What follows belongs to an exercise in optimizing a design on an open flow for small area, a short achievable clock period and few clock cycles; a production flow would make more cautious choices. In this exercise RTL edits were held to simulation tests only and were not proved equivalent to the original. No activity file was given, so power comes from the tool's default toggle rates.

### flow/config.mk
export PLATFORM = sky130hd
export DESIGN_NAME = mips
export DESIGN_NICKNAME = mips
export VERILOG_FILES = /design/flow/design.v
export SDC_FILE = /design/flow/constraint.sdc
export NUM_CORES = 4
export LEC_CHECK = 0
export ABC_CLOCK_PERIOD_IN_PS = 3000
export CAP_MARGIN = 20
export CORE_MARGIN = 2
export CORE_UTILIZATION = 40
export PLACE_DENSITY = 0.6
export SETUP_SLACK_MARGIN = 5
export SLEW_MARGIN = 20
### flow/constraint.sdc
create_clock -name core_clock -period 10.0 [get_ports {clk}]
set_input_delay 2.0000 -clock core_clock [delete_from_list [all_inputs] [get_ports {clk}]]
set_output_delay 2.0000 -clock core_clock [all_outputs]
set_load 0.01 [all_outputs]
### flow/design.v
module alu (
    input  logic [3:0]  alusel,    
    input  logic        sub,
    input  logic [31:0] a, b,
    output logic [31:0] out,
    output logic        eq
);
logic [32:0] sum;
always_comb begin
    sum = {1'b0, a} + {1'b0, b ^ {32{sub}}} + {32'b0, sub};
    out = ({32{alusel[0]}} & sum[31:0])
        | ({32{alusel[1]}} & (a & b))
        | ({32{alusel[2]}} & (a | b))
        | ({32{alusel[3]}} & {31'b0, ~sum[32]});
    eq  = (a == b);
end
endmodule
module ALUcontrol (
    input  logic [31:0] instr,
    output logic [3:0]  alusel,
    output logic        sub
);
wire [5:0] op = instr[31:26];
wire [5:0] fn = instr[5:0];
always_comb begin
    alusel = 4'b0001;                
    sub    = 1'b0;
    if (op == 6'h00) begin
        case (fn)
            6'h20: alusel = 4'b0001;               
            6'h22: begin alusel = 4'b0001; sub = 1'b1; end  
            6'h25: alusel = 4'b0100;               
            6'h2A: begin alusel = 4'b1000; sub = 1'b1; end  
            default: alusel = 4'b0010;             
        endcase
    end
end
endmodule
module pc (
    input  logic [9:0] F,
    input  logic [9:0] offset,
    output logic [9:0] inc,
    output logic [9:0] tgt
);
always_comb begin
    inc = F + 10'd1;
    tgt = F + 10'd1 + offset;
end
endmodule
module instmem (
    input  logic        clk, rst,
    input  logic        load,       
    input  logic        squash,     
    input  logic [31:0] mem_data,
    output logic [31:0] inst,
    output logic        valid
);
always_ff @(posedge clk) begin
    if (rst)          valid <= 1'b0;
    else if (squash)  valid <= valid & ~load;
    else if (load)    valid <= 1'b1;
end
always_ff @(posedge clk) begin
    if (load) inst <= mem_data;
end
endmodule
module regmem (
    input  logic        clk, rst,
    input  logic [4:0]  R_reg1, R_reg2, W_reg,
    input  logic        regWrite,
    input  logic [31:0] W_data,
    output logic [31:0] R_data1, R_data2
);
logic [32*32-1:0] mem_array;
wire  [31:0] wd = rst ? 32'd0 : W_data;
genvar g;
generate
    for (g = 0; g < 32; g = g + 1) begin : regs
        wire en = rst | (regWrite && (W_reg == g));
        always_ff @(posedge clk) begin : RegMem
            if (en)
                mem_array[32*g +: 32] <= wd;
        end
    end
endgenerate
logic [31:0] sel1, sel2;
always_comb begin : RegRead
    sel1 = (32'd1 << R_reg1);
    sel2 = (32'd1 << R_reg2);
    R_data1 = 32'd0;
    R_data2 = 32'd0;
    for (int i = 0; i < 32; i++) begin
        R_data1 = R_data1 | ({32{sel1[i]}} & mem_array[32*i +: 32]);
        R_data2 = R_data2 | ({32{sel2[i]}} & mem_array[32*i +: 32]);
    end
end
endmodule
module datapath (
    input  logic        clk,rst,
    output logic [9:0]  imem_addr,
    input  logic [31:0] imem_data,
    output logic [9:0]  d_addr,
    output logic        d_wr,
    output logic [31:0] d_wdata,
    input  logic [31:0] d_rdata
);
logic [9:0]  F;
assign imem_addr = F;
logic [31:0] IR;
logic        id_v;
logic        id_we, id_lw, id_sw, id_beq, id_j, id_use_rs, id_use_rt, id_imm_b;
logic [3:0]  id_alusel;
logic        id_sub;
logic [4:0]  id_wa;
controlunit ControlUnit (
    .instr(IR),
    .we(id_we), .lw(id_lw), .sw(id_sw), .beq(id_beq), .j(id_j),
    .use_rs(id_use_rs), .use_rt(id_use_rt), .imm_b(id_imm_b),
    .wa(id_wa)
);
ALUcontrol ALUControl (
    .instr(IR),
    .alusel(id_alusel),
    .sub(id_sub)
);
wire [4:0]  rs = IR[25:21];
wire [4:0]  rt = IR[20:16];
wire [31:0] imm = {{16{IR[15]}}, IR[15:0]};
logic        m_we, m_lw;
logic [4:0]  m_wa;
logic [31:0] m_res;
wire  [31:0] m_wdata = m_lw ? d_rdata : m_res;
logic [31:0] rf_a, rf_b;
regmem Registers (
    .clk(clk), .rst(rst),
    .R_reg1(rs), .R_reg2(rt),
    .W_reg(m_wa), .regWrite(m_we), .W_data(m_wdata),
    .R_data1(rf_a), .R_data2(rf_b)
);
logic        ex_v, ex_we, ex_lw, ex_sw, ex_beq, ex_pred, ex_sub, ex_fa, ex_fb;
logic [3:0]  ex_alusel;
logic [4:0]  ex_wa;
logic [31:0] ex_a, ex_b;
logic [9:0]  ex_imm, ex_alt;
wire ex_wr  = ex_v & ex_we;
wire load_use = id_v & ex_v & ex_lw &
                ((id_use_rs & (ex_wa == rs)) | (id_use_rt & (ex_wa == rt)));
logic redirect;
logic [9:0] redirect_pc;
wire hold_id  = redirect & id_v & (id_beq | id_j);
wire stall    = load_use | hold_id;
wire        pred = id_beq & (IR[15] | (rs == rt));
logic [9:0] f_inc, f_tgt;
pc InstructionFetch (
    .F(F), .offset(IR[9:0]), .inc(f_inc), .tgt(f_tgt)
);
always_ff @(posedge clk) begin
    if (rst) F <= 10'd0;
    else if (redirect) F <= redirect_pc;
    else if (!stall) begin
        if (id_v & id_j)         F <= IR[9:0];
        else if (id_v & pred)    F <= f_tgt;
        else                     F <= f_inc;
    end
end
instmem InstructionMemory (
    .clk(clk), .rst(rst),
    .load(!stall), .squash(redirect),
    .mem_data(imem_data),
    .inst(IR), .valid(id_v)
);
always_ff @(posedge clk) begin
    if (rst) ex_v <= 1'b0;
    else     ex_v <= id_v & ~stall;
end
always_ff @(posedge clk) begin
    begin
        ex_we     <= id_we;
        ex_lw     <= id_lw;
        ex_sw     <= id_sw;
        ex_beq    <= id_beq;
        ex_pred   <= pred;
        ex_sub    <= id_sub;
        ex_alusel <= id_alusel;
        ex_wa     <= id_wa;
        ex_imm    <= IR[9:0];
        ex_alt    <= pred ? f_inc : f_tgt;
        ex_fa     <= ex_wr & (ex_wa == rs);
        ex_fb     <= ex_wr & (ex_wa == rt) & ~id_imm_b;
        ex_a      <= (m_we & (m_wa == rs)) ? m_wdata : rf_a;
        ex_b      <= id_imm_b ? imm : ((m_we & (m_wa == rt)) ? m_wdata : rf_b);
    end
end
wire [31:0] opa = ex_fa ? m_res : ex_a;
wire [31:0] opb = ex_fb ? m_res : ex_b;
logic [31:0] alu_out;
logic        eq;
alu ALU (
    .alusel(ex_alusel), .sub(ex_sub),
    .a(opa), .b(opb),
    .out(alu_out), .eq(eq)
);
always_comb begin
    redirect    = ex_v & ex_beq & (eq ^ ex_pred);
    redirect_pc = ex_alt;
end
always_ff @(posedge clk) begin
    if (rst) begin
        m_we <= 1'b0;
        d_wr <= 1'b0;
    end else begin
        m_we <= ex_v & ex_we;
        d_wr <= ex_v & ex_sw;
    end
end
always_ff @(posedge clk) begin
    m_lw    <= ex_lw;
    m_wa    <= ex_wa;
    m_res   <= alu_out;
    d_addr  <= opa[9:0] + ex_imm;
    d_wdata <= opb;
end
endmodule
module controlunit (
    input  logic [31:0] instr,
    output logic        we,       
    output logic        lw, sw, beq, j,
    output logic        use_rs, use_rt,
    output logic        imm_b,    
    output logic [4:0]  wa
);
localparam logic [5:0] RType = 6'h00;
localparam logic [5:0] ADDI  = 6'h08;
localparam logic [5:0] LW    = 6'h23;
localparam logic [5:0] SW    = 6'h2B;
localparam logic [5:0] BEQ   = 6'h04;
localparam logic [5:0] JMP   = 6'h02;
wire [5:0] op = instr[31:26];
wire rtype = (op == RType);
wire addi  = (op == ADDI);
always_comb begin
    lw     = (op == LW);
    sw     = (op == SW);
    beq    = (op == BEQ);
    j      = (op == JMP);
    we     = rtype | addi | lw;
    use_rs = rtype | addi | lw | sw | beq;
    use_rt = rtype | sw | beq;
    imm_b  = addi;
    wa     = rtype ? instr[15:11] : instr[20:16];
end
endmodule
module mips (
    input  logic        clk,rst,
    output logic [9:0]  imem_addr,
    input  logic [31:0] imem_data,
    output logic [9:0]  d_addr,
    output logic        d_wr,
    output logic [31:0] d_wdata,
    input  logic [31:0] d_rdata
);
datapath Datapath(.*);
endmodule
### flow/run.sh
#!/bin/bash
# synth_recipe.tcl (not shown) runs the flow's synth.tcl, then flattens the netlist and writes it again
# the make line also repeats each setting of config.mk as NAME=value (left out here)
make -C /OpenROAD-flow-scripts/flow DESIGN_CONFIG=/design/flow/config.mk WORK_HOME=/design/flow/orfs CLKGATE_MAP_FILE= SYNTH_SCRIPT=/design/flow/synth_recipe.tcl finish
==> results of run 1 <==
[stage by stage]
step,setup slack (ns),area (sq um)
2_1_floorplan,5.216,54600
5_1_grt,5.487,63120
6_report,5.686,63140
3_3_place_gp,5.388,58920
3_5_place_dp,5.402,58940
4_1_cts,5.383,63030
[worst paths after layout]
kind	start	endpoint	slack (ns)	depth (start not counted)
setup reg to reg	Datapath.ex_fb	Datapath.InstructionMemory.inst[25]	5.69	11
hold / removal	Datapath.ex_lw	Datapath.m_lw	0.36	0
setup / recovery	Datapath.ex_fb	Datapath.InstructionMemory.inst[25]	5.69	11
hold reg to reg	Datapath.ex_lw	Datapath.m_lw	0.36	0
[routing by layer]
metal	GRT usage, %	vias to the layer above
met4	21.32	14
met3	17.02	1509
li1	-	16643
met2	49.33	4926
met1	41.74	21317
met5	1.201	-
[power by group through the flow]
| stage | clock, mW | sequential [mW] | combinational (mW) |
|---|---|---|---|
| final | 4.80 | 7.62 | 2.46 |
| after global routing | 4.98 | 7.70 | 2.57 |
| after CTS | 4.79 | 7.59 | 2.33 |
| after floorplan | 0 | 7.47 | 1.30 |
| after detailed placement | 0 | 7.69 | 2.32 |
| after global placement | 0 | 7.69 | 2.31 |
[cell usage in the layout (no fill, tap or decap), types with 7 or more instances in the layout]
| cell | instances |
|---|---|
| sky130_fd_sc_hd__nor3_1 | 66 |
| sky130_fd_sc_hd__clkinvlp_4 | 8 |
| sky130_fd_sc_hd__inv_1 | 93 |
| sky130_fd_sc_hd__edfxtp_1 | 1056 |
| sky130_fd_sc_hd__a22oi_1 | 205 |
| sky130_fd_sc_hd__clkinv_2 | 15 |
| sky130_fd_sc_hd__o21bai_1 | 14 |
| sky130_fd_sc_hd__nand2_1 | 121 |
| sky130_fd_sc_hd__o21ai_0 | 38 |
| sky130_fd_sc_hd__clkbuf_1 | 21 |
| sky130_fd_sc_hd__a21oi_1 | 101 |
| sky130_fd_sc_hd__nand3_1 | 22 |
| sky130_fd_sc_hd__a221oi_1 | 410 |
| sky130_fd_sc_hd__and3_1 | 8 |
| sky130_fd_sc_hd__dfxtp_1 | 191 |
| sky130_fd_sc_hd__clkdlybuf4s50_1 | 117 |
| sky130_fd_sc_hd__mux2_2 | 9 |
| sky130_fd_sc_hd__nand2b_1 | 15 |
| sky130_fd_sc_hd__clkbuf_16 | 122 |
| sky130_fd_sc_hd__a31oi_1 | 9 |
| sky130_fd_sc_hd__mux2i_1 | 100 |
| sky130_fd_sc_hd__a21o_1 | 29 |
| sky130_fd_sc_hd__xor2_1 | 38 |
| sky130_fd_sc_hd__nor4_1 | 14 |
| sky130_fd_sc_hd__nor2_1 | 87 |
| sky130_fd_sc_hd__nand2_2 | 10 |
| sky130_fd_sc_hd__buf_4 | 166 |
| sky130_fd_sc_hd__nor3_2 | 11 |
| sky130_fd_sc_hd__bufinv_16 | 16 |
| sky130_fd_sc_hd__o21ai_4 | 9 |
| sky130_fd_sc_hd__a211oi_1 | 23 |
| sky130_fd_sc_hd__o221ai_1 | 24 |
| sky130_fd_sc_hd__nor2_4 | 69 |
| sky130_fd_sc_hd__ha_1 | 114 |
| sky130_fd_sc_hd__a22o_1 | 410 |
| sky130_fd_sc_hd__clkinv_1 | 24 |
| sky130_fd_sc_hd__nand3b_1 | 8 |
| sky130_fd_sc_hd__xnor2_1 | 72 |
| sky130_fd_sc_hd__nor2b_1 | 7 |
| sky130_fd_sc_hd__nand4_1 | 174 |
[area by class of cell]
type	instances	area [sq um]	area share [%]
Multi-Input combinational cell	2314	18380	29.11
Antenna cell	6	15.01	0.02378
Inverter	94	352.8	0.5589
Clock inverter	76	857.1	1.358
Tap cell	1781	2228	3.530
Clock buffer	152	3237	5.127
Timing Repair Buffer	285	2450	3.880
Sequential cell	1251	35620	56.42
[worst reg2reg max path, stage by stage, from the launching register on]
cell and delay, ns:
sky130_fd_sc_hd__dfxtp_2 0.32, sky130_fd_sc_hd__buf_4 0.53, sky130_fd_sc_hd__mux2i_1 0.47, sky130_fd_sc_hd__ha_1 0.31
sky130_fd_sc_hd__nor4_1 0.45, sky130_fd_sc_hd__nand4_1 0.31, sky130_fd_sc_hd__nor2_1 0.40, sky130_fd_sc_hd__xnor2_1 0.18
sky130_fd_sc_hd__nor2_1 0.06, sky130_fd_sc_hd__buf_4 0.20, sky130_fd_sc_hd__a31oi_4 0.55, sky130_fd_sc_hd__buf_16 0.24
[sequential cells by signal, summed over array words and instances, names as in the netlist, 32 cells and up]
| name | cells |
|---|---|
| Datapath.d_wdata | 32 |
| Datapath.Registers.mem_array | 1024 |
| Datapath.ex_a | 32 |
| Datapath.ex_b | 32 |
| Datapath.InstructionMemory.inst | 32 |
| Datapath.m_res | 32 |
[cell families (layout without fill, tap and decap cells)]
| logic type | Yosys count | after routing | synth area share [%] |
|---|---|---|---|
| AO/OA/AOI/OAI | 1333 | 1333 | 19.66 |
| XOR/XNOR | 110 | 110 | 1.764 |
| adder cells (fa/ha/maj) | 117 | 117 | 2.722 |
| buffers and inverters | 377 | 607 | 2.651 |
| flip-flops | 1251 | 1251 | 65.23 |
| multiplexers | 110 | 110 | 2.044 |
| other | 0 | 6 | 0 |
| AND/OR/NAND/NOR | 644 | 644 | 5.930 |
==> results.txt, run 1 <==
number of maximum-capacitance violations=0; predominant post-synthesis flop cell=sky130_fd_sc_hd__edfxtp_1; DR DRC count=0; global-route congestion overflow total=0; amount of wire on met3 after detailed routing=45,260 um; met2 wire len=100,900 um; cell type of the slowest stage on the worst timing path=sky130_fd_sc_hd__a31oi_4; power consumption=14.87 mW; Crit path largest cell delay=0.54 ns; Vias per Instance=7.452; peak supply drop=181.7 uV; post-cts hold buffer count=0; fraction of synthesized cell area taken by the top area cell type=58.08%; M1 WL=82,340 um; startpoint type of the worst setup path=register; sequential element share of the synthesized area=65.23%; power share of the combinational group=16.5%; Post-Route Skew=0.05147 ns; cell family with most CP delay=simple AND/OR/NAND/NOR gates; total power density per cell area=235.6 nW/um^2; total routing resource utilization after global routing=34.62%; Bufs and invs on worst path=3; Worst Path Arrival=4.76 ns; startpoint-to-endpoint class of the critical path=register to register; number of post-CTS setup repair buffers=0; layout cells sized above 1=11.89%; max-slew violation count=0; synthesized netlist cell count=3,942; kind of capture point of the worst setup path=register; synthesized netlist net count=4,125; post-layout min period=4.314 ns; Clock Pin Slew Worst Setup and Hold Paths=0.07 ns; drt initial violations=9,679; share of flip-flops with an asynchronous set or reset=0%; Die Footprint=139,500 sq um; Clock Latency Late Sink=0.78 ns; reported net switching power=4.386 mW; core footprint=135,500 sq um; total of cells resized after clock tree synthesis=0; routed wirelength normalized by instance count=41.95 um; count of endpoints failing setup in the final report=0; internal power of the cells=10.49 mW; maximum number of pins on one net before global-route repair=42; area growth from synthesis to final layout=15.63%; fillcell total=11,863; flop and latch count out of synthesis=1,251; buffer depth of the longest clock path=3; Die Span X=373.5 um; cell-by-cell listing of the critical path=buf_4 -> mux2i_1 -> ha_1 -> nor4_1 -> nand4_1 -> nor2_1 -> xnor2_1 -> nor2_1 -> buf_4 -> a31oi_4 -> buf_16; CTS Root Buffer Type=sky130_fd_sc_hd__clkbuf_16; TNS Setup=0 ns; largest cells by area after synthesis=sky130_fd_sc_hd__edfxtp_1, sky130_fd_sc_hd__dfxtp_1, sky130_fd_sc_hd__a221oi_1; mean cell area of the mapped netlist=13.85 sq um; fraction of power consumed by the clock network=32.2%; deepest level of the CTS H-tree=3; count of port buffers added during placement=118; result of the run=timing/DRC/antenna clean; vias=44,409; most numerous cell in the Yosys netlist=sky130_fd_sc_hd__edfxtp_1; Syn Std Cell Area=54,600 sq um; part of the cycle the worst path needs=43.14%; Critical Path Fanout Max=36; maximum achievable frequency=0.2318 GHz; last weighted congestion value of the routability-driven placer=0.9536; Critical Path RT=10.45 ns; detailed placer's ending HPWL=133,800 um; top cells by count, synth=sky130_fd_sc_hd__edfxtp_1, sky130_fd_sc_hd__a221oi_1, sky130_fd_sc_hd__a22o_1; type of the tightest min-delay check=register to register; CTS buffer count=120; library cells used by synthesis=66; post-detailed-routing wire length=250,000 um; worst relative slew slack=15.03%; hold violation total from the final report=0; non-filler cells, final=5,959; relative contribution of sequential cells to total power=51.2%; Final ANT Viol Nets=0; worst hold margin=0.3626 ns; number of global-route vias before repair=41,770; DR top layer=met5; initial antenna violation count=7; TritonCTS clock tree=done; unrepaired setup endpoints after global routing=no; final design utilization=46.61%; net switching fraction of the power=29.49%; initial core utilization=40.31%; length of the first detailed-routing pass in iterations=11; first-pass GRT wire length=337,700 um; cell type with the highest aggregate area in the netlist=sky130_fd_sc_hd__edfxtp_1; EDFF count, synth=1,056; count of warnings emitted by yosys=7; Cell Count Post-Placement=5,724; CTS sink count=1,251; std cell rows=135; number of top-level pins=119; Slew @ Worst Pin=1.272 ns; Nets=4,249; chip height=373.5 um; leakage power of the design=21.95 nW
Testbench counts, summed over its fixed seeds: cycles 106,156.
==> inputs of run 2 (changes only) <==
==> flow/flow/run.sh (new file) <==
#!/bin/bash
set -euo pipefail
bash standard.sh SETUP_SLACK_MARGIN=6.5 finish > standard_flow.log 2>&1
==> flow/standard.sh (new file) <==
#!/bin/bash
# synth_recipe.tcl (not shown) runs the flow's synth.tcl, then flattens the netlist and writes it again
# the make line also repeats each setting of config.mk as NAME=value (left out here)
make -C /OpenROAD-flow-scripts/flow DESIGN_CONFIG=/design/flow/config.mk WORK_HOME=/design/flow/orfs CLKGATE_MAP_FILE= SYNTH_SCRIPT=/design/flow/synth_recipe.tcl "${@:-finish}"
--- a/flow/config.mk
+++ b/flow/config.mk
@@ -10,5 +10,4 @@
 export CORE_MARGIN = 2
 export CORE_UTILIZATION = 40
 export PLACE_DENSITY = 0.6
-export SETUP_SLACK_MARGIN = 5
 export SLEW_MARGIN = 20
removed: flow/run.sh
==> run 2 against run 1 <==
Effect of this change: still clean; die area did not move; critical path depth down 4; sequential share of layout area is 1.7 points lower; worst hold slack better by 0.0028 ns; register-to-register slack better by 0.59 ns; final cell count increased by 1.4%; sequential power rose by 0.7%; combinational power up 7%; wire length is 3.6% higher; total power is 2.8% higher; core utilization is 1.5 points higher; largest cell class unchanged; largest power group unchanged.
==> results.txt, run 2 <==
kind of capture point of the worst setup path=register; cell repeated most along the worst path=sky130_fd_sc_hd__buf_4; deepest level of the CTS H-tree=4; layout cells sized above 1=17.24%; detailed placer's ending HPWL=133,700 um; startpoint type of the worst setup path=register; total power density per cell area=234.7 nW/um^2; largest cells by area after synthesis=sky130_fd_sc_hd__edfxtp_1, sky130_fd_sc_hd__dfxtp_1, sky130_fd_sc_hd__a221oi_1; commonest non-fill, non-tap cell in the layout=sky130_fd_sc_hd__edfxtp_1; number of global-route vias before repair=42,064; Post-Route Skew=0.04180 ns; hold violation total from the final report=0; CTS sink count=1,251; post-detailed-routing wire length=258,900 um; total routing resource utilization after global routing=35.74%; synthesized netlist cell count=3,942; count of port buffers added during placement=118; drt initial violations=9,323; number of top-level pins=119; Final ANT Viol Nets=0; CTS buffer count=131; share of flip-flops with an asynchronous set or reset=0%; maximum number of pins on one net before global-route repair=41; core footprint=135,500 sq um; predominant post-synthesis flop cell=sky130_fd_sc_hd__edfxtp_1; Clock Pin Slew Worst Setup and Hold Paths=0.06 ns; Critical Path Fanout Max=33; first-pass GRT wire length=347,000 um; TritonCTS clock tree=done; register ranked first by flip-flop count=Datapath.Registers.mem_array; Vias per Instance=7.473; mean cell area of the mapped netlist=13.85 sq um; Die Footprint=139,500 sq um; last weighted congestion value of the routability-driven placer=0.9644; flop and latch count out of synthesis=1,251; Syn Std Cell Area=54,600 sq um; fillcell total=11,635; worst relative slew slack=20.86%; EDFF count, synth=1,056; result of the run=timing/DRC/antenna clean; synthesized-area fraction occupied by and/or/nand/nor cells=5.930%; fraction of synthesized cell area taken by the top area cell type=58.08%; sequential element share of the synthesized area=65.23%; Post-Synth Adder-Cell Area=2.722%; Critical Path RT=10.62 ns; Crit path largest cell delay=0.81 ns; Slew @ Worst Pin=1.154 ns; Clock Latency Late Sink=0.80 ns; count of endpoints failing setup in the final report=0; post-layout min period=3.719 ns; length of the first detailed-routing pass in iterations=11; initial antenna violation count=8; cell-by-cell listing of the critical path=buf_4 -> xor2_1 -> nor4_1 -> and3_4 -> buf_4 -> nor3_2 -> a21oi_1; type of the tightest min-delay check=register to register; Storage cell area=35,640 sq um; number of maximum-capacitance violations=0; Nets=4,335; global-route congestion overflow total=0; most numerous cell in the Yosys netlist=sky130_fd_sc_hd__edfxtp_1; cell type of the slowest stage on the worst timing path=sky130_fd_sc_hd__and3_4; DR DRC count=0; area of combinational cells with multiple inputs=19,400 sq um; final design utilization=48.10%; top cells by count, synth=sky130_fd_sc_hd__edfxtp_1, sky130_fd_sc_hd__a221oi_1, sky130_fd_sc_hd__a22o_1; maximum achievable frequency=0.2689 GHz; vias=45,147; CTS Root Buffer Type=sky130_fd_sc_hd__clkbuf_16; mux cell area share after synthesis=2.044%; post-synthesis compound-gate area fraction=19.66%; Die Span X=373.5 um; Worst Path Arrival=4.34 ns; leakage power of the design=22.88 nW; initial core utilization=40.31%; count of warnings emitted by yosys=7; std cell rows=135; share of the synthesized netlist area taken by xor and xnor gates=1.764%; Setup WS post-layout=6.281 ns; Post-Place Setup Slack=5.318 ns; commonest non-fill, non-tap cells in the layout=sky130_fd_sc_hd__edfxtp_1, sky130_fd_sc_hd__a22o_1, sky130_fd_sc_hd__a221oi_1, sky130_fd_sc_hd__a22oi_1, sky130_fd_sc_hd__buf_4; post-cts hold buffer count=0; startpoint-to-endpoint class of the critical path=register to register; combinational family with the most area after synthesis=compound AO/OA/AOI/OAI gates; part of the cycle the worst path needs=37.19%; library cells used by synthesis=66; unrepaired setup endpoints after global routing=yes; area growth from synthesis to final layout=19.35%; max reg flops=1,024; max-slew violation count=0; chip height=373.5 um; peak supply drop=127.7 uV; TNS Setup=0 ns; cell type with the highest aggregate area in the netlist=sky130_fd_sc_hd__edfxtp_1; routed wirelength normalized by instance count=42.86 um; synthesized netlist net count=4,125; buffer depth of the longest clock path=3; power consumption=15.29 mW
## run 2: metal layers
layer | wire length [um] | vias up | GRT usage, % | part of all wire [%]
li1 | - | 16824 | - | -
met1 | 84270 | 21738 | 42.87 | 33
met2 | 103100 | 4873 | 50.88 | 40
met3 | 44960 | 1692 | 16.52 | 17
met4 | 26330 | 20 | 24.64 | 10
met5 | 327 | - | 0.3774 | 0.13
## run 2: cell families after synthesis
group / Yosys count
compound gates: 1333
flops: 1251
simple gates: 644
buf+inv: 377
fa+ha+maj: 117
xor+xnor: 110
mux: 110
## run 2: path summary, 6_finish.rpt
kind / endpoint / slack (ns) / startpoint / depth (start not counted)
setup / recovery: Datapath.ex_a[17] / 6.28 / Datapath.InstructionMemory.inst[23] / 7
hold / removal: Datapath.m_lw / 0.37 / Datapath.ex_lw / 0
setup reg to reg: Datapath.ex_a[17] / 6.28 / Datapath.InstructionMemory.inst[23] / 7
hold reg to reg: Datapath.m_lw / 0.37 / Datapath.ex_lw / 0
## run 2: power by group
group	leakage (nW)	internal, mW	switching [mW]
logic	8.37	0.858	1.79
registers	12.4	7.00	0.669
clock network	2.09	2.79	2.18
## run 2: critical path: cells and delay by family (launching register included)
family	cells	cell delay, ns
AO/OA/AOI/OAI	1	0.51
XOR/XNOR	1	0.16
buffers and inverters	2	0.90
flip-flops	1	0.56
AND/OR/NAND/NOR	3	1.35
## run 2: through the flow
step	instance area (sq um)	hold slack [ns]	cells
final	65170	0.3654	6041
after global routing	65160	0.3698	6038
after CTS	63910	0.3691	5979
after detailed placement	58810	0.3662	5692
after global placement	58780	0.3697	5691
after floorplan	54750	0.3314	3942
## run 2: repair_timing
item / CTS / global route
setup endpoints to repair: 162 / 216
gates cloned: 3 / 1
resized for setup: 150 / 120
pin swaps: 29 / 39
hold endpoints to repair: 0 / 0
setup buffers: 46 / 54
## run 2: final cells by class
type,count,share of cell area [%]
sequential,1251,54.69
timing repair buffer,359,4.981
clock buffer,162,5.336
multi-input combinational,2315,29.77
antenna,3,0.01152
clock inverter,76,1.254
tap,1781,3.420
inverter,94,0.5415
==> inputs of run 3 (changes only) <==
--- a/flow/design.v
+++ b/flow/design.v
@@ -72,11 +72,13 @@
     output logic [31:0] R_data1, R_data2
 );
 logic [32*32-1:0] mem_array;
-wire  [31:0] wd = rst ? 32'd0 : W_data;
+logic rst_q;
+always_ff @(posedge clk) rst_q <= rst;
+wire  [31:0] wd = rst_q ? 32'd0 : W_data;
 genvar g;
 generate
     for (g = 0; g < 32; g = g + 1) begin : regs
-        wire en = rst | (regWrite && (W_reg == g));
+        wire en = rst_q | (regWrite && (W_reg == g));
         always_ff @(posedge clk) begin : RegMem
             if (en)
                 mem_array[32*g +: 32] <= wd;
@@ -146,6 +148,7 @@
 wire load_use = id_v & ex_v & ex_lw &
                 ((id_use_rs & (ex_wa == rs)) | (id_use_rt & (ex_wa == rt)));
 logic redirect;
+logic id_fma, id_fmb;
 logic [9:0] redirect_pc;
 wire hold_id  = redirect & id_v & (id_beq | id_j);
 wire stall    = load_use | hold_id;
@@ -187,9 +190,15 @@
         ex_alt    <= pred ? f_inc : f_tgt;
         ex_fa     <= ex_wr & (ex_wa == rs);
         ex_fb     <= ex_wr & (ex_wa == rt) & ~id_imm_b;
-        ex_a      <= (m_we & (m_wa == rs)) ? m_wdata : rf_a;
-        ex_b      <= id_imm_b ? imm : ((m_we & (m_wa == rt)) ? m_wdata : rf_b);
-    end
+        ex_a      <= id_fma ? m_wdata : rf_a;
+        ex_b      <= id_imm_b ? imm : (id_fmb ? m_wdata : rf_b);
+    end
+end
+wire [4:0] nx_rs = imem_data[25:21];
+wire [4:0] nx_rt = imem_data[20:16];
+always_ff @(posedge clk) begin
+    id_fma <= ex_wr & (stall ? (ex_wa == rs) : (ex_wa == nx_rs));
+    id_fmb <= ex_wr & (stall ? (ex_wa == rt) : (ex_wa == nx_rt));
 end
 wire [31:0] opa = ex_fa ? m_res : ex_a;
 wire [31:0] opb = ex_fb ? m_res : ex_b;
--- a/flow/config.mk
+++ b/flow/config.mk
@@ -9,5 +9,7 @@
 export CAP_MARGIN = 20
 export CORE_MARGIN = 2
 export CORE_UTILIZATION = 40
+export CTS_CLUSTER_DIAMETER = 100
+export CTS_CLUSTER_SIZE = 20
 export PLACE_DENSITY = 0.6
 export SLEW_MARGIN = 20
==> run 3 against run 2 <==
Effect of this change: clock power shrank 37%; still clean on timing, DRC and antenna; core utilization shrank 2.1 points; first-iteration DRC count grew 0.87%; fmax grew 2.9%; final area shrank 4.2%; largest power group unchanged; wire length shrank 3.3%; synthesized cell count grew 1.3%; total power shrank 13%; sequential power is essentially flat; critical endpoint is now Datapath.m_res[31].
==> results.txt, run 3 <==
Final ANT Viol Nets=0; cell repeated most along the worst path=sky130_fd_sc_hd__and2_4; deepest level of the CTS H-tree=3; mux cell area share after synthesis=2.720%; global-route congestion overflow total=0; unrepaired setup endpoints after global routing=yes; most numerous cell in the Yosys netlist=sky130_fd_sc_hd__edfxtp_1; post-detailed-routing wire length=250,300 um; CTS buffer count=72; EDFF count, synth=1,056; total power density per cell area=213.7 nW/um^2; Post-Place Setup Slack=5.352 ns; share of flip-flops with an asynchronous set or reset=0%; DR DRC count=0; r2r setup slk=6.39 ns; number of maximum-capacitance violations=0; peak supply drop=110.4 uV; flop and latch count out of synthesis=1,254; Worst R2R End=Datapath.m_res[31]; worst relative slew slack=20.59%; number of top-level pins=119; Clock Latency Late Sink=0.74 ns; number of global-route vias before repair=41,677; count of port buffers added during placement=118; Syn Std Cell Area=54,690 sq um; sequential element share of the synthesized area=65.23%; Critical Path Fanout Max=8; initial antenna violation count=10; fraction of synthesized cell area taken by the top area cell type=57.98%; Clock Pin Slew Worst Setup and Hold Paths=0.09 ns; area growth from synthesis to final layout=14.11%; worst setup path endpoint=Datapath.m_res[31]; non-filler cells, final=5,962; fillcell total=11,898; Worst Path Arrival=4.20 ns; number of cells on the worst reg-to-reg path=14; maximum number of pins on one net before global-route repair=41; startpoint type of the worst setup path=register; register ranked first by flip-flop count=Datapath.Registers.mem_array; cell type of the slowest stage on the worst timing path=sky130_fd_sc_hd__or4b_4; post-layout min period=3.614 ns; Nets=4,325; maximum achievable frequency=0.2767 GHz; Slew @ Worst Pin=1.191 ns; Cell Count Post-Placement=5,779; fraction of power consumed by the clock network=23.6%; hold-critical path depth=0; cell-by-cell listing of the critical path=buf_12 -> buf_16 -> mux2i_4 -> xnor2_1 -> ha_1 -> and4_4 -> and2_4 -> and2_4 -> a221o_1 -> o211ai_2 -> or4b_4 -> a311oi_4 -> xor2_1 -> o221ai_2; synthesized netlist cell count=3,994; detailed placer's ending HPWL=132,200 um; Post-Route Skew=0.03682 ns; commonest non-fill, non-tap cells in the layout=sky130_fd_sc_hd__edfxtp_1, sky130_fd_sc_hd__a221oi_1, sky130_fd_sc_hd__a22oi_1, sky130_fd_sc_hd__a22o_1, sky130_fd_sc_hd__buf_4; startpoint-to-endpoint class of the critical path=register to register; core footprint=135,600 sq um; TritonCTS clock tree=done; share of the synthesized netlist area taken by xor and xnor gates=1.665%; commonest non-fill, non-tap cell in the layout=sky130_fd_sc_hd__edfxtp_1; synthesized netlist net count=4,177; top cells by count, synth=sky130_fd_sc_hd__edfxtp_1, sky130_fd_sc_hd__a221oi_1, sky130_fd_sc_hd__a22oi_1; critical path launch point=Datapath.ex_fb; predominant post-synthesis flop cell=sky130_fd_sc_hd__edfxtp_1; initial core utilization=40.32%; layout cells sized above 1=13.20%; length of the first detailed-routing pass in iterations=11; power share of the combinational group=19.2%; total routing resource utilization after global routing=34.46%; Setup WS post-layout=6.386 ns; mean cell area of the mapped netlist=13.69 sq um; relative contribution of sequential cells to total power=57.3%; reported net switching power=4.133 mW; CTS Root Buffer Type=sky130_fd_sc_hd__clkbuf_16; Post-Synth Adder-Cell Area=2.718%; CTS sink count=1,254; leakage power of the design=21.84 nW; internal power of the cells=9.203 mW; max reg flops=1,024; TNS Setup=0 ns; synthesized-area fraction occupied by and/or/nand/nor cells=6.076%; first-pass GRT wire length=335,800 um; cell type with the highest aggregate area in the netlist=sky130_fd_sc_hd__edfxtp_1; Critical Path RT=10.59 ns; worst hold margin=0.3516 ns; vias=44,424; kind of capture point of the worst setup path=register; Vias per Instance=7.451; type of the tightest min-delay check=register to register; hold violation total from the final report=0; count of endpoints failing setup in the final report=0; part of the cycle the worst path needs=36.14%; hold wc startpoint=Datapath.ex_lw; Die Span X=373.8 um; Crit path largest cell delay=0.51 ns; post-synthesis compound-gate area fraction=19.06%; combinational family with the most area after synthesis=compound AO/OA/AOI/OAI gates; library cells used by synthesis=73; routed wirelength normalized by instance count=41.99 um; std cell rows=135; largest cells by area after synthesis=sky130_fd_sc_hd__edfxtp_1, sky130_fd_sc_hd__dfxtp_1, sky130_fd_sc_hd__a221oi_1; count of warnings emitted by yosys=7; drt initial violations=9,404; chip height=373.8 um; result of the run=timing/DRC/antenna clean; Die Footprint=139,700 sq um; net switching fraction of the power=30.99%; Critical R2R Launch=Datapath.ex_fb; max-slew violation count=0; buffer depth of the longest clock path=3; last weighted congestion value of the routability-driven placer=0.9480
-- run 3: cell count changes after synthesis, sizes merged, moves of 36 or more --
cell / previous run / this run
a21oi: 102 / 162
nand3: 22 / 111
a22oi: 205 / 298
a221oi: 410 / 316
nand4: 174 / 113
mux2i: 101 / 137
a22o: 410 / 285
-- run 3: layout make-up --
cell class	instances	area, sq um	share of cell area [%]
Timing Repair Buffer	340	3013	4.827
Antenna cell	8	20.02	0.03208
Tap cell	1781	2228	3.570
Inverter	95	360.3	0.5774
Multi-Input combinational cell	2379	19080	30.57
Clock buffer	96	1892	3.031
Clock inverter	9	113.9	0.1824
Sequential cell	1254	35710	57.21
-- run 3: routing by layer --
layer	GRT usage (%)	share of wire, %	vias up	wire, um
met5	0	0.055	-	138
met1	40.95	33	21430	82520
met4	23.27	9.0	12	22610
met2	49.91	41	4802	102500
li1	-	-	16656	-
met3	15.71	17	1524	42530
-- run 3: worst min path at each step --
stage                            end  slack (ns)
floorplan           Datapath.m_wa[1]        0.33
global placement       Datapath.m_lw        0.34
detailed placement     Datapath.m_lw        0.34
CTS                    Datapath.m_lw        0.35
global route           Datapath.m_lw        0.38
finish                 Datapath.m_lw        0.35
-- run 3: worst max-delay path: cells and delay by family, from the launching register on --
family / cells / cell delay, ns
adders and majority gates: 1 / 0.35
and+or+nand+nor: 4 / 0.98
muxes: 1 / 0.26
DFF: 1 / 0.38
AOI/OAI and AO/OA: 4 / 0.90
buffers and inverters: 2 / 0.32
xor gates and xnor gates: 2 / 0.30
-- run 3: power groups by stage --
stage	combinational (mW)	sequential [mW]	clock, mW
after floorplan	1.29	7.48	0
after global placement	2.28	7.69	0
after detailed placement	2.30	7.69	0
after CTS	2.33	7.60	3.12
after global routing	2.66	7.72	3.30
final	2.56	7.64	3.15
-- run 3: through the flow --
step           area, sq um  total power [mW]  utilization [%]
2_1_floorplan        54790             8.772                -
3_3_place_gp         59010             9.973            43.50
3_5_place_dp         59010             9.993            43.50
4_1_cts              61840             13.06            45.59
5_1_grt              62390             13.68            46.00
6_report             62410             13.34            46.01
-- run 3: repair_timing --
action | CTS | global route
cloned | 4 | 1
pin swaps | 28 | 34
setup buffers | 44 | 21
gates resized for setup | 153 | 70
hold buffers | 0 | 0
setup endpoints to repair | 159 | 93
-- run 3: cells by family after synthesis --
group / after synthesis
simple gates: 673
mux: 147
buf+inv: 362
xor+xnor: 104
flops: 1254
compound gates: 1337
fa+ha+maj: 117
Testbench counts of run 3, summed over its fixed seeds: cycles 106,156.
==> inputs of run 4 (changes only) <==
--- a/flow/design.v
+++ b/flow/design.v
@@ -1,17 +1,17 @@
 module alu (
     input  logic [3:0]  alusel,    
     input  logic        sub,
-    input  logic [31:0] a, b,
+    input  logic [31:0] a, b,      
     output logic [31:0] out,
     output logic        eq
 );
-logic [32:0] sum;
-always_comb begin
-    sum = {1'b0, a} + {1'b0, b ^ {32{sub}}} + {32'b0, sub};
-    out = ({32{alusel[0]}} & sum[31:0])
+logic [33:0] sum;
+always_comb begin
+    sum = {1'b0, a, 1'b1} + {1'b0, b, sub};
+    out = ({32{alusel[0]}} & sum[32:1])
         | ({32{alusel[1]}} & (a & b))
         | ({32{alusel[2]}} & (a | b))
-        | ({32{alusel[3]}} & {31'b0, ~sum[32]});
+        | ({32{alusel[3]}} & {31'b0, ~sum[33]});
     eq  = (a == b);
 end
 endmodule
@@ -66,7 +66,8 @@
 endmodule
 module regmem (
     input  logic        clk, rst,
-    input  logic [4:0]  R_reg1, R_reg2, W_reg,
+    input  logic [31:0] R_sel1, R_sel2,    
+    input  logic [4:0]  W_reg,
     input  logic        regWrite,
     input  logic [31:0] W_data,
     output logic [31:0] R_data1, R_data2
@@ -85,15 +86,12 @@
         end
     end
 endgenerate
-logic [31:0] sel1, sel2;
 always_comb begin : RegRead
-    sel1 = (32'd1 << R_reg1);
-    sel2 = (32'd1 << R_reg2);
     R_data1 = 32'd0;
     R_data2 = 32'd0;
     for (int i = 0; i < 32; i++) begin
-        R_data1 = R_data1 | ({32{sel1[i]}} & mem_array[32*i +: 32]);
-        R_data2 = R_data2 | ({32{sel2[i]}} & mem_array[32*i +: 32]);
+        R_data1 = R_data1 | ({32{R_sel1[i]}} & mem_array[32*i +: 32]);
+        R_data2 = R_data2 | ({32{R_sel2[i]}} & mem_array[32*i +: 32]);
     end
 end
 endmodule
@@ -107,7 +105,8 @@
     input  logic [31:0] d_rdata
 );
 logic [9:0]  F;
-assign imem_addr = F;
+logic [9:0]  F_n;
+assign imem_addr = ~F_n;
 logic [31:0] IR;
 logic        id_v;
 logic        id_we, id_lw, id_sw, id_beq, id_j, id_use_rs, id_use_rt, id_imm_b;
@@ -133,42 +132,57 @@
 logic [31:0] m_res;
 wire  [31:0] m_wdata = m_lw ? d_rdata : m_res;
 logic [31:0] rf_a, rf_b;
+logic [31:0] rsel_a, rsel_b;    
 regmem Registers (
     .clk(clk), .rst(rst),
-    .R_reg1(rs), .R_reg2(rt),
+    .R_sel1(rsel_a), .R_sel2(rsel_b),
     .W_reg(m_wa), .regWrite(m_we), .W_data(m_wdata),
     .R_data1(rf_a), .R_data2(rf_b)
 );
-logic        ex_v, ex_we, ex_lw, ex_sw, ex_beq, ex_pred, ex_sub, ex_fa, ex_fb;
+logic        ex_v, ex_we, ex_lw, ex_sw, ex_beq, ex_pred, ex_sub;
+logic [31:0] alu_out;
 logic [3:0]  ex_alusel;
 logic [4:0]  ex_wa;
 logic [31:0] ex_a, ex_b;
 logic [9:0]  ex_imm, ex_alt;
-wire ex_wr  = ex_v & ex_we;
-wire load_use = id_v & ex_v & ex_lw &
-                ((id_use_rs & (ex_wa == rs)) | (id_use_rt & (ex_wa == rt)));
-logic redirect;
+wire ex_wr = ex_v & ex_we;
+wire stall = id_v & ex_v & ex_lw &
+             ((id_use_rs & (ex_wa == rs)) | (id_use_rt & (ex_wa == rt)));
+wire fwd_ex_a = ex_wr & ~ex_lw & (ex_wa == rs);
+wire fwd_ex_b = ex_wr & ~ex_lw & (ex_wa == rt);
 logic id_fma, id_fmb;
-logic [9:0] redirect_pc;
-wire hold_id  = redirect & id_v & (id_beq | id_j);
-wire stall    = load_use | hold_id;
+logic ex_j, ex_lost;
+logic mis, lost_beq, lost_j, eq;
 wire        pred = id_beq & (IR[15] | (rs == rt));
-logic [9:0] f_inc, f_tgt;
+logic [9:0] f_inc, f_tgt, f_tgt_ex;
 pc InstructionFetch (
     .F(F), .offset(IR[9:0]), .inc(f_inc), .tgt(f_tgt)
 );
-always_ff @(posedge clk) begin
-    if (rst) F <= 10'd0;
-    else if (redirect) F <= redirect_pc;
-    else if (!stall) begin
-        if (id_v & id_j)         F <= IR[9:0];
-        else if (id_v & pred)    F <= f_tgt;
-        else                     F <= f_inc;
+pc LostTarget (
+    .F(F), .offset(ex_imm), .inc(), .tgt(f_tgt_ex)
+);
+logic [9:0] F_d;
+always_comb begin
+    if (mis)           F_d = ex_alt;
+    else if (lost_beq) F_d = eq ? f_tgt_ex : f_inc;
+    else if (lost_j)   F_d = ex_alt;
+    else if (stall)    F_d = F;
+    else if (id_v & id_j)  F_d = IR[9:0];
+    else if (id_v & pred)  F_d = f_tgt;
+    else                   F_d = f_inc;
+end
+always_ff @(posedge clk) begin
+    if (rst) begin
+        F   <= 10'd0;
+        F_n <= 10'h3FF;
+    end else begin
+        F   <= F_d;
+        F_n <= ~F_d;
     end
 end
 instmem InstructionMemory (
     .clk(clk), .rst(rst),
-    .load(!stall), .squash(redirect),
+    .load(!stall), .squash(mis),
     .mem_data(imem_data),
     .inst(IR), .valid(id_v)
 );
@@ -187,11 +201,11 @@
         ex_alusel <= id_alusel;
         ex_wa     <= id_wa;
         ex_imm    <= IR[9:0];
-        ex_alt    <= pred ? f_inc : f_tgt;
-        ex_fa     <= ex_wr & (ex_wa == rs);
-        ex_fb     <= ex_wr & (ex_wa == rt) & ~id_imm_b;
-        ex_a      <= id_fma ? m_wdata : rf_a;
-        ex_b      <= id_imm_b ? imm : (id_fmb ? m_wdata : rf_b);
+        ex_j      <= id_j;
+        ex_lost   <= mis;
+        ex_alt    <= id_j ? IR[9:0] : (pred ? f_inc : f_tgt);
+        ex_a      <= fwd_ex_a ? alu_out : (id_fma ? m_wdata : rf_a);
+        ex_b      <= id_imm_b ? imm : ((fwd_ex_b ? alu_out : (id_fmb ? m_wdata : rf_b)) ^ {32{id_sub}});
     end
 end
 wire [4:0] nx_rs = imem_data[25:21];
@@ -200,18 +214,21 @@
     id_fma <= ex_wr & (stall ? (ex_wa == rs) : (ex_wa == nx_rs));
     id_fmb <= ex_wr & (stall ? (ex_wa == rt) : (ex_wa == nx_rt));
 end
-wire [31:0] opa = ex_fa ? m_res : ex_a;
-wire [31:0] opb = ex_fb ? m_res : ex_b;
-logic [31:0] alu_out;
-logic        eq;
+wire [4:0] sel_rs = stall ? rs : nx_rs;
+wire [4:0] sel_rt = stall ? rt : nx_rt;
+always_ff @(posedge clk) begin
+    rsel_a <= 32'd1 << sel_rs;
+    rsel_b <= 32'd1 << sel_rt;
+end
 alu ALU (
     .alusel(ex_alusel), .sub(ex_sub),
-    .a(opa), .b(opb),
+    .a(ex_a), .b(ex_b),
     .out(alu_out), .eq(eq)
 );
 always_comb begin
-    redirect    = ex_v & ex_beq & (eq ^ ex_pred);
-    redirect_pc = ex_alt;
+    mis      = ex_v & ex_beq & ~ex_lost & (eq ^ ex_pred);
+    lost_beq = ex_v & ex_beq &  ex_lost;
+    lost_j   = ex_v & ex_j   &  ex_lost;
 end
 always_ff @(posedge clk) begin
     if (rst) begin
@@ -226,8 +243,8 @@
     m_lw    <= ex_lw;
     m_wa    <= ex_wa;
     m_res   <= alu_out;
-    d_addr  <= opa[9:0] + ex_imm;
-    d_wdata <= opb;
+    d_addr  <= ex_a[9:0] + ex_imm;
+    d_wdata <= ex_b;
 end
 endmodule
 module controlunit (
==> flow/flow/run.sh (replaced) <==
#!/bin/bash
set -euo pipefail
bash standard.sh SETUP_SLACK_MARGIN=6.85 "BUFFER_PORTS_ARGS=-buffer_cell sky130_fd_sc_hd__buf_2" finish > standard_flow.log 2>&1
==> run 4 against run 3 <==
Effect of this change: clock skew up 0.0015 ns; synthesized cell count up 7.0%; register-to-register slack better by 0.22 ns; setup slack better by 0.22 ns; clock power up 6.7%; non-clock buffer count down 37; global-route usage up 0.46 points; combinational power up 6%; worst hold slack better by 0.014 ns; total power up 5.1%; via count up 6.2%; critical path type unchanged; largest power group unchanged.
==> results.txt, run 4 <==
Nets=4,524; mean cell area of the mapped netlist=13.32 sq um; commonest non-fill, non-tap cell in the layout=sky130_fd_sc_hd__edfxtp_1; Clock Latency Late Sink=0.74 ns; count of port buffers added during placement=118; Die Span X=381.2 um; vias=47,169; Slew @ Worst Pin=1.190 ns; length of the first detailed-routing pass in iterations=11; global-route congestion overflow total=0; Cell Count Post-Placement=6,128; layout cells sized above 1=17.58%; number of maximum-capacitance violations=0; leakage power of the design=22.38 nW; number of global-route vias before repair=43,540; power consumption=14.02 mW; EDFF count, synth=1,056; Final ANT Viol Nets=0; last weighted congestion value of the routability-driven placer=0.9361; flop and latch count out of synthesis=1,328; kind of capture point of the worst setup path=register; number of cells on the worst reg-to-reg path=12; drt initial violations=10,262; Critical R2R Launch=Datapath.ex_a[8]; hold-critical path depth=0; max reg flops=1,024; startpoint type of the worst setup path=register; unrepaired setup endpoints after global routing=yes; initial antenna violation count=16; result of the run=timing/DRC/antenna clean; core footprint=141,400 sq um; number of top-level pins=119; register ranked first by flip-flop count=Datapath.Registers.mem_array; Critical Path RT=10.57 ns; commonest non-fill, non-tap cells in the layout=sky130_fd_sc_hd__edfxtp_1, sky130_fd_sc_hd__a22o_1, sky130_fd_sc_hd__a221oi_1, sky130_fd_sc_hd__a22oi_1, sky130_fd_sc_hd__a21oi_1; peak supply drop=182.4 uV; first-pass GRT wire length=354,700 um; Die Footprint=145,300 sq um; total power density per cell area=218.4 nW/um^2; most numerous cell in the Yosys netlist=sky130_fd_sc_hd__edfxtp_1; TritonCTS clock tree=done; maximum achievable frequency=0.2944 GHz; detailed placer's ending HPWL=142,300 um; max-slew violation count=0; sequential element share of the synthesized area=65.30%; Worst Path Arrival=3.97 ns; share of flip-flops with an asynchronous set or reset=0%; maximum number of pins on one net before global-route repair=56; area growth from synthesis to final layout=12.77%; CTS Root Buffer Type=sky130_fd_sc_hd__clkbuf_16; Vias per Instance=7.485; CTS buffer count=76; library cells used by synthesis=82; part of the cycle the worst path needs=33.96%; Syn Std Cell Area=56,900 sq um; Post-Place Setup Slack=5.943 ns; initial core utilization=40.24%; type of the tightest min-delay check=register to register; Clock Pin Slew Worst Setup and Hold Paths=0.09 ns; predominant post-synthesis flop cell=sky130_fd_sc_hd__edfxtp_1; CTS sink count=1,328; count of warnings emitted by yosys=7; hold wc startpoint=Datapath.ex_b[19]; Worst R2R End=Datapath.ex_b[31]; r2r setup slk=6.60 ns; synthesized netlist cell count=4,272; total routing resource utilization after global routing=34.92%; deepest level of the CTS H-tree=3; post-cts hold buffer count=0; hold violation total from the final report=0; synthesized netlist net count=4,434; startpoint-to-endpoint class of the critical path=register to register; count of endpoints failing setup in the final report=0; routed wirelength normalized by instance count=41.85 um; post-detailed-routing wire length=263,800 um; largest cells by area after synthesis=sky130_fd_sc_hd__edfxtp_1, sky130_fd_sc_hd__dfxtp_1, sky130_fd_sc_hd__a22o_1; non-filler cells, final=6,302; chip height=381.2 um; buffer depth of the longest clock path=3; fillcell total=12,514; TNS Setup=0 ns; post-layout min period=3.396 ns; Critical Path Fanout Max=8; fraction of synthesized cell area taken by the top area cell type=55.73%; top cells by count, synth=sky130_fd_sc_hd__edfxtp_1, sky130_fd_sc_hd__a22o_1, sky130_fd_sc_hd__a221oi_1; cell type with the highest aggregate area in the netlist=sky130_fd_sc_hd__edfxtp_1; hold path endpoint=Datapath.d_wdata[19]; DR DRC count=0; std cell rows=138; Post-Route Skew=0.03833 ns; worst relative slew slack=20.04%; Setup WS post-layout=6.604 ns
run 4: cell families (layout without fill, tap and decap cells):
group	count (synthesis)	after routing	synth area share, %
DFF	1328	1328	65.30
buffers and inverters	436	566	2.913
adders and majority gates	96	96	2.164
AOI/OAI and AO/OA	1514	1514	20.52
and+or+nand+nor	744	744	6.546
other	0	10	0
muxes	66	66	1.205
xor gates and xnor gates	88	88	1.355
run 4: worst max-delay path, stage by stage, from the launching register on:
cell                       delay [ns]
sky130_fd_sc_hd__dfxtp_1         0.38
sky130_fd_sc_hd__inv_1           0.09
sky130_fd_sc_hd__ha_4            0.29
sky130_fd_sc_hd__a21oi_4         0.17
sky130_fd_sc_hd__o21ai_0         0.13
sky130_fd_sc_hd__o211ai_1        0.36
sky130_fd_sc_hd__or4b_4          0.57
sky130_fd_sc_hd__o211ai_4        0.24
sky130_fd_sc_hd__nand3_2         0.11
sky130_fd_sc_hd__a2111o_1        0.47
sky130_fd_sc_hd__a31oi_4         0.22
sky130_fd_sc_hd__o21a_1          0.15
sky130_fd_sc_hd__o31ai_2         0.06
run 4: layer usage:
metal | share of wire [%] | wire [um] | global-route usage (%) | vias up
met5 | 0.11 | 293 | 0.9259 | -
met3 | 17 | 45020 | 14.49 | 1603
met2 | 41 | 108000 | 50.45 | 5107
li1 | - | - | - | 17573
met4 | 9.0 | 23680 | 22.50 | 24
met1 | 33 | 86810 | 42.87 | 22862
run 4: metrics by stage:
| step | hold slack (ns) | util (%) | instance area (sq um) |
|---|---|---|---|
| 3_5_place_dp | 0.3632 | 42.58 | 60210 |
| 3_3_place_gp | 0.3595 | 42.55 | 60170 |
| 5_1_grt | 0.3652 | 45.36 | 64150 |
| 2_1_floorplan | 0.3546 | - | 56980 |
| 6_report | 0.3653 | 45.38 | 64170 |
| 4_1_cts | 0.3621 | 44.65 | 63140 |
run 4: cell type report:
cell class | count | area, sq um | area share (%)
sequential | 1328 | 37340 | 58.19
multi-input combinational | 2508 | 19440 | 30.29
tap | 1890 | 2365 | 3.685
timing repair buffer | 303 | 2285 | 3.560
clock buffer | 111 | 2076 | 3.235
inverter | 145 | 549.3 | 0.8560
clock inverter | 7 | 90.09 | 0.1404
antenna | 10 | 25.02 | 0.03900
run 4: power by group:
group	total, mW	leakage, nW	internal, mW	switching (mW)
combinational	2.71	8.27	0.866	1.84
clock	3.36	1.04	1.48	1.89
sequential	7.95	13.1	7.32	0.627
total	14.0	22.4	9.66	4.35
run 4: worst max path at each step:
stage                                         from             endpoint  slack, ns  depth (start not counted)
6_report                          Datapath.ex_a[8]    Datapath.ex_b[31]       6.60                         12
5_1_grt                           Datapath.ex_a[8]    Datapath.ex_b[31]       6.57                         12
4_1_cts                           Datapath.ex_a[0]    Datapath.ex_b[31]       6.58                         11
3_5_place_dp   Datapath.InstructionMemory.inst[18]  Datapath.rsel_b[19]       5.94                         10
3_3_place_gp                      Datapath.ex_a[1]        Datapath.F[9]       6.04                         13
2_1_floorplan                        Datapath.F[0]      Datapath.F_n[9]       6.86                         12
run 4: repair_timing:
action / in CTS / in global routing
buffers inserted: 17 / 26
pin swaps: 24 / 42
endpoints found under the setup margin: 221 / 158
resized for setup: 159 / 141
Testbench counts of run 4, summed over its fixed seeds: cycles 106,009.
==> inputs of run 5 (changes only) <==
--- a/flow/design.v
+++ b/flow/design.v
@@ -105,8 +105,7 @@
     input  logic [31:0] d_rdata
 );
 logic [9:0]  F;
-logic [9:0]  F_n;
-assign imem_addr = ~F_n;
+assign imem_addr = F;
 logic [31:0] IR;
 logic        id_v;
 logic        id_we, id_lw, id_sw, id_beq, id_j, id_use_rs, id_use_rt, id_imm_b;
@@ -161,23 +160,15 @@
 pc LostTarget (
     .F(F), .offset(ex_imm), .inc(), .tgt(f_tgt_ex)
 );
-logic [9:0] F_d;
-always_comb begin
-    if (mis)           F_d = ex_alt;
-    else if (lost_beq) F_d = eq ? f_tgt_ex : f_inc;
-    else if (lost_j)   F_d = ex_alt;
-    else if (stall)    F_d = F;
-    else if (id_v & id_j)  F_d = IR[9:0];
-    else if (id_v & pred)  F_d = f_tgt;
-    else                   F_d = f_inc;
-end
-always_ff @(posedge clk) begin
-    if (rst) begin
-        F   <= 10'd0;
-        F_n <= 10'h3FF;
-    end else begin
-        F   <= F_d;
-        F_n <= ~F_d;
+always_ff @(posedge clk) begin
+    if (rst) F <= 10'd0;
+    else if (mis)      F <= ex_alt;
+    else if (lost_beq) F <= eq ? f_tgt_ex : f_inc;
+    else if (lost_j)   F <= ex_alt;
+    else if (!stall) begin
+        if (id_v & id_j)         F <= IR[9:0];
+        else if (id_v & pred)    F <= f_tgt;
+        else                     F <= f_inc;
     end
 end
 instmem InstructionMemory (
==> run 5 against run 4 <==
Effect of this change: clock skew down 0.0072 ns; final cell count down 0.27%; setup slack better by 0.14 ns; highest routed layer unchanged; core utilization down 0.23 points; sequential power down 0.5%; wire length up 1.2%; global-route usage up 0.43 points; first-iteration DRC count down 1.1%; final area down 0.63%.
==> results.txt, run 5 <==
result of the run=timing/DRC/antenna clean; most numerous cell in the Yosys netlist=sky130_fd_sc_hd__edfxtp_1; EDFF count, synth=1,056; drt initial violations=10,148; Worst Path Arrival=1.26 ns; relative contribution of sequential cells to total power=56.6%; total power density per cell area=219.2 nW/um^2; largest cells by area after synthesis=sky130_fd_sc_hd__edfxtp_1, sky130_fd_sc_hd__dfxtp_1, sky130_fd_sc_hd__a221oi_1; Die Span X=380.6 um; area growth from synthesis to final layout=12.41%; fillcell total=12,584; reported net switching power=4.385 mW; Clock Latency Late Sink=0.75 ns; deepest level of the CTS H-tree=3; Final ANT Viol Nets=0; post-detailed-routing wire length=266,800 um; count of endpoints failing setup in the final report=0; maximum number of pins on one net before global-route repair=57; total routing resource utilization after global routing=35.36%; CTS buffer count=76; number of maximum-capacitance violations=0; post-layout min period=3.259 ns; Syn Std Cell Area=56,720 sq um; internal power of the cells=9.592 mW; initial antenna violation count=15; Bufs and invs on worst path=1; routed wirelength normalized by instance count=42.45 um; layout cells sized above 1=15.94%; part of the cycle the worst path needs=32.59%; startpoint-to-endpoint class of the critical path=register to primary output; mean cell area of the mapped netlist=13.31 sq um; power consumption=13.98 mW; chip height=380.6 um; Die Footprint=144,800 sq um; Critical Path RT=8.00 ns; cell type of the slowest stage on the worst timing path=sky130_fd_sc_hd__dfxtp_4; DR DRC count=0; Critical Path Fanout Max=6; Clock Pin Slew Worst Setup and Hold Paths=0.10 ns; leakage power of the design=22.22 nW; commonest non-fill, non-tap cell in the layout=sky130_fd_sc_hd__edfxtp_1; CTS Root Buffer Type=sky130_fd_sc_hd__clkbuf_16; predominant post-synthesis flop cell=sky130_fd_sc_hd__edfxtp_1; hold violation total from the final report=0; peak supply drop=150.9 uV; count of port buffers added during placement=118; TNS Setup=0 ns; CTS sink count=1,318; register ranked first by flip-flop count=Datapath.Registers.mem_array; max reg flops=1,024; first-pass GRT wire length=358,100 um; critical path launch point=Datapath.F[0]; flop and latch count out of synthesis=1,318; synthesized netlist net count=4,424; count of warnings emitted by yosys=7; share of flip-flops with an asynchronous set or reset=0%; net switching fraction of the power=31.37%; startpoint type of the worst setup path=register; cell-by-cell listing of the critical path=buf_6; sequential element share of the synthesized area=65.15%; global-route congestion overflow total=0; top cells by count, synth=sky130_fd_sc_hd__edfxtp_1, sky130_fd_sc_hd__a221oi_1, sky130_fd_sc_hd__a22o_1; detailed placer's ending HPWL=148,500 um; hold wc startpoint=Datapath.ex_lw; buffer depth of the longest clock path=3; cell type with the highest aggregate area in the netlist=sky130_fd_sc_hd__edfxtp_1; last weighted congestion value of the routability-driven placer=0.9557; Storage cell area=37,140 sq um; maximum achievable frequency=0.3069 GHz; std cell rows=138; power share of the combinational group=19.4%; core footprint=141,200 sq um; length of the first detailed-routing pass in iterations=15; commonest non-fill, non-tap cells in the layout=sky130_fd_sc_hd__edfxtp_1, sky130_fd_sc_hd__a221oi_1, sky130_fd_sc_hd__a22o_1, sky130_fd_sc_hd__a22oi_1, sky130_fd_sc_hd__a21oi_1; unrepaired setup endpoints after global routing=yes; Post-Route Skew=0.03112 ns; TritonCTS clock tree=done; type of the tightest min-delay check=register to register; fraction of power consumed by the clock network=24.0%; kind of capture point of the worst setup path=primary output; number of global-route vias before repair=43,970; Crit path largest cell delay=0.41 ns; Slew @ Worst Pin=1.296 ns; vias=47,430; Critical R2R Launch=Datapath.rsel_a[2]; worst relative slew slack=13.58%; fraction of synthesized cell area taken by the top area cell type=55.90%; library cells used by synthesis=86; cell family with most CP delay=flip-flops; max-slew violation count=0; area of combinational cells with multiple inputs=19,320 sq um; synthesized netlist cell count=4,262; initial core utilization=40.16%; Vias per Instance=7.547; number of top-level pins=119; Nets=4,508
[run 5: final timing paths]
| check | to | slack, ns | depth (start not counted) |
|---|---|---|---|
| hold / removal | Datapath.m_lw | 0.37 | 0 |
| setup reg to reg | Datapath.ex_a[15] | 6.76 | 7 |
| setup / recovery | imem_addr[0] | 6.74 | 1 |
| hold reg to reg | Datapath.m_lw | 0.37 | 0 |
[run 5: power groups by stage]
stage	Clock, mW	Combinational, mW	Sequential (mW)
floorplan	0	1.38	7.74
CTS	3.32	2.41	7.87
detailed placement	0	2.31	7.98
global placement	0	2.28	7.98
finish	3.35	2.71	7.91
global route	3.50	2.82	7.98
[run 5: cells by family (layout without fill, tap and decap cells)]
| logic type | Yosys count | count (layout) | share of synthesized area, % |
|---|---|---|---|
| AO/OA/AOI/OAI | 1533 | 1533 | 20.86 |
| XOR/XNOR | 95 | 95 | 1.467 |
| adder cells (fa/ha/maj) | 96 | 96 | 2.170 |
| buffers and inverters | 414 | 538 | 2.936 |
| flip-flops | 1318 | 1318 | 65.15 |
| multiplexers | 49 | 49 | 0.8669 |
| other | 0 | 9 | 0 |
| AND/OR/NAND/NOR | 757 | 757 | 6.551 |
[run 5: repair_timing]
| item | 4_1_cts | 5_1_grt |
|---|---|---|
| pin swaps | 13 | 31 |
| endpoints found under the setup margin | 166 | 227 |
| setup buffers | 22 | 29 |
| gates resized for setup | 127 | 132 |
| hold buffers | 0 | 0 |
[run 5: layout make-up]
| cell class | instances | area share [%] |
|---|---|---|
| Multi-Input combinational cell | 2530 | 30.29 |
| Clock inverter | 6 | 0.1295 |
| Clock buffer | 112 | 3.295 |
| Timing Repair Buffer | 303 | 3.593 |
| Sequential cell | 1318 | 58.25 |
| Antenna cell | 9 | 0.03532 |
| Inverter | 117 | 0.6927 |
| Tap cell | 1890 | 3.709 |
[run 5: metrics by stage]
step / std cells / hold WS [ns] / util [%] / area (sq um) / worst slack, ns
finish: 6285 / 0.3655 / 45.15 / 63760 / 6.741
global route: 6277 / 0.3752 / 45.13 / 63740 / 6.650
CTS: 6241 / 0.3681 / 44.43 / 62750 / 6.745
detailed placement: 6101 / 0.3621 / 42.39 / 59870 / 5.883
global placement: 6100 / 0.3595 / 42.38 / 59860 / 5.957
floorplan: 4262 / 0.3442 / - / 56850 / 6.210
[run 5: metal layers]
| layer | wire length [um] | part of all wire (%) | track usage, % | vias up |
|---|---|---|---|---|
| met5 | 440 | 0.16 | 0.4960 | - |
| met3 | 46610 | 17 | 15.81 | 1690 |
| li1 | - | - | - | 17608 |
| met4 | 25070 | 9.4 | 24.26 | 29 |
| met1 | 86910 | 33 | 42.43 | 22871 |
| met2 | 107800 | 40 | 50.71 | 5232 |
[run 5: worst reg2reg max path, cell delays in order (launching register included)]
cell                       delay, ns
sky130_fd_sc_hd__dfxtp_2        0.68
sky130_fd_sc_hd__buf_4          0.76
sky130_fd_sc_hd__a22o_1         0.28
sky130_fd_sc_hd__a221oi_1       0.06
sky130_fd_sc_hd__nand4_1        0.17
sky130_fd_sc_hd__nor3_1         0.08
sky130_fd_sc_hd__a221oi_1       0.95
sky130_fd_sc_hd__a21o_1         0.19
Testbench counts of run 5, summed over its fixed seeds: cycles 106,009.
==> inputs of run 6 (changes only) <==
--- a/flow/config.mk
+++ b/flow/config.mk
@@ -6,10 +6,10 @@
 export NUM_CORES = 4
 export LEC_CHECK = 0
 export ABC_CLOCK_PERIOD_IN_PS = 3000
-export CAP_MARGIN = 20
+export CAP_MARGIN = 10
 export CORE_MARGIN = 2
 export CORE_UTILIZATION = 40
 export CTS_CLUSTER_DIAMETER = 100
 export CTS_CLUSTER_SIZE = 20
 export PLACE_DENSITY = 0.6
-export SLEW_MARGIN = 20
+export SLEW_MARGIN = 10
==> run 6 against run 5 <==
Effect of this change: still clean; via count rose by 0.34%; non-clock buffer count decreased by 13; total power shrank 0.40%; register-to-register slack is essentially flat; synthesized area unchanged; worst hold slack worse by 0.0011 ns; count of clock-buffer cells in the layout down 3; sequential share of layout area grew 0.19 points; combinational power is 2% lower; final cell count decreased by 0.27%.
==> results.txt, run 6 <==
result of the run=timing/DRC/antenna clean; startpoint-to-endpoint class of the critical path=register to register; synthesized netlist net count=4,424; total stage count of the critical path=4; length of the first detailed-routing pass in iterations=9; routed wirelength normalized by instance count=42.62 um; Slew @ Worst Pin=1.355 ns; drt initial violations=10,105; buffer depth of the longest clock path=3; startpoint type of the worst setup path=register; Die Span X=380.6 um; mean cell area of the mapped netlist=13.31 sq um; last weighted congestion value of the routability-driven placer=0.9557; first-pass GRT wire length=359,400 um; type of the tightest min-delay check=register to register; library cells used by synthesis=86; register ranked first by flip-flop count=Datapath.Registers.mem_array; net switching fraction of the power=31.42%; initial antenna violation count=12; cell family with most CP delay=buffers and inverters; peak supply drop=149.7 uV; Post-Route Skew=0.05060 ns; synthesized netlist cell count=4,262; chip height=380.6 um; fillcell total=12,596; number of cells on the worst reg-to-reg path=4; Clock Pin Slew Worst Setup and Hold Paths=0.10 ns; area of combinational cells with multiple inputs=19,250 sq um; hold-critical path depth=0; Critical Path RT=10.35 ns; unrepaired setup endpoints after global routing=yes; cell type of the slowest stage on the worst timing path=sky130_fd_sc_hd__buf_4; sequential element share of the synthesized area=65.15%; commonest non-fill, non-tap cell in the layout=sky130_fd_sc_hd__edfxtp_1; Worst Path Arrival=3.58 ns; area growth from synthesis to final layout=12.04%; global-route congestion overflow total=0; fraction of power consumed by the clock network=24.0%; number of top-level pins=119; kind of capture point of the worst setup path=register; top cells by count, synth=sky130_fd_sc_hd__edfxtp_1, sky130_fd_sc_hd__a221oi_1, sky130_fd_sc_hd__a22o_1; share of flip-flops with an asynchronous set or reset=0%; Vias per Instance=7.593; reported net switching power=4.374 mW; max reg flops=1,024; part of the cycle the worst path needs=32.36%; hold violation total from the final report=0; maximum number of pins on one net before global-route repair=57; Crit path largest cell delay=0.86 ns
==> run 6: cell count changes in the layout (fill, tap and decap cells not counted), sizes merged <==
cell / delta
diode: -1
clkinv: -1
clkbuf: -2
buf: -14
inv: +1
==> run 6: cells by family (layout without fill, tap and decap cells) <==
logic type / Yosys count / after routing / share of synthesized area (%)
compound gates: 1533 / 1533 / 20.86
xor+xnor: 95 / 95 / 1.467
fa+ha+maj: 96 / 96 / 2.170
buf+inv: 414 / 522 / 2.936
flops: 1318 / 1318 / 65.15
mux: 49 / 49 / 0.8669
other cells: 0 / 8 / 0
simple gates: 757 / 757 / 6.551
==> run 6: cell type report <==
class                   count  share of cell area, %
well taps                1890                  3.721
inverters                 117                 0.6950
diodes                      8                0.03150
repair buffers            290                  3.434
flip-flops and latches   1318                  58.45
multi-input cells        2530                  30.29
clock buffers             109                  3.254
clock inverters             6                 0.1299
==> run 6: routing by layer <==
layer	vias to the layer above	track usage [%]	routed length, um
met5	-	1.422	414
met4	18	24.01	24790
met3	1646	15.57	46480
met2	5347	50.79	107900
met1	23002	42.84	87490
li1	17578	-	-
==> run 6: final timing paths <==
check | start | end | slack (ns)
hold reg to reg | Datapath.ex_b[31] | Datapath.d_wdata[31] | 0.36
setup / recovery | Datapath.m_wa[1] | Datapath.Registers.mem_array[723] | 6.76
setup reg to reg | Datapath.m_wa[1] | Datapath.Registers.mem_array[723] | 6.76
hold / removal | Datapath.ex_b[31] | Datapath.d_wdata[31] | 0.36
==> run 6: power groups by stage <==
stage	combinational (mW)	sequential [mW]	clock, mW
5_1_grt	2.76	7.99	3.48
3_3_place_gp	2.28	7.98	0
3_5_place_dp	2.30	7.98	0
6_report	2.65	7.92	3.35
4_1_cts	2.41	7.88	3.29
2_1_floorplan	1.38	7.74	0
==> run 6: repair_timing <==
item,in CTS,in global routing
buffers inserted,27,17
resized for setup,131,136
pin swaps,13,21
setup endpoints to repair,196,219
==> run 6: per-stage QoR <==
stage | worst slack [ns] | total power, mW | std cells | cell area (sq um) | util, %
2_1_floorplan | 6.210 | 9.122 | 4262 | 56850 | -
3_3_place_gp | 5.957 | 10.25 | 6100 | 59860 | 42.38
3_5_place_dp | 5.852 | 10.28 | 6100 | 59860 | 42.38
4_1_cts | 6.781 | 13.57 | 6242 | 62780 | 44.45
5_1_grt | 6.621 | 14.23 | 6261 | 63530 | 44.98
6_report | 6.764 | 13.92 | 6268 | 63550 | 45.00

Setup slack of run 6, layout unchanged: 6.764 ns with ideal ports, 6.708 ns with driving cells assumed (clock clkbuf_16, inputs buf_2), 6.138 ns with port delays also shifted by the 0.806 ns mid clock arrival.
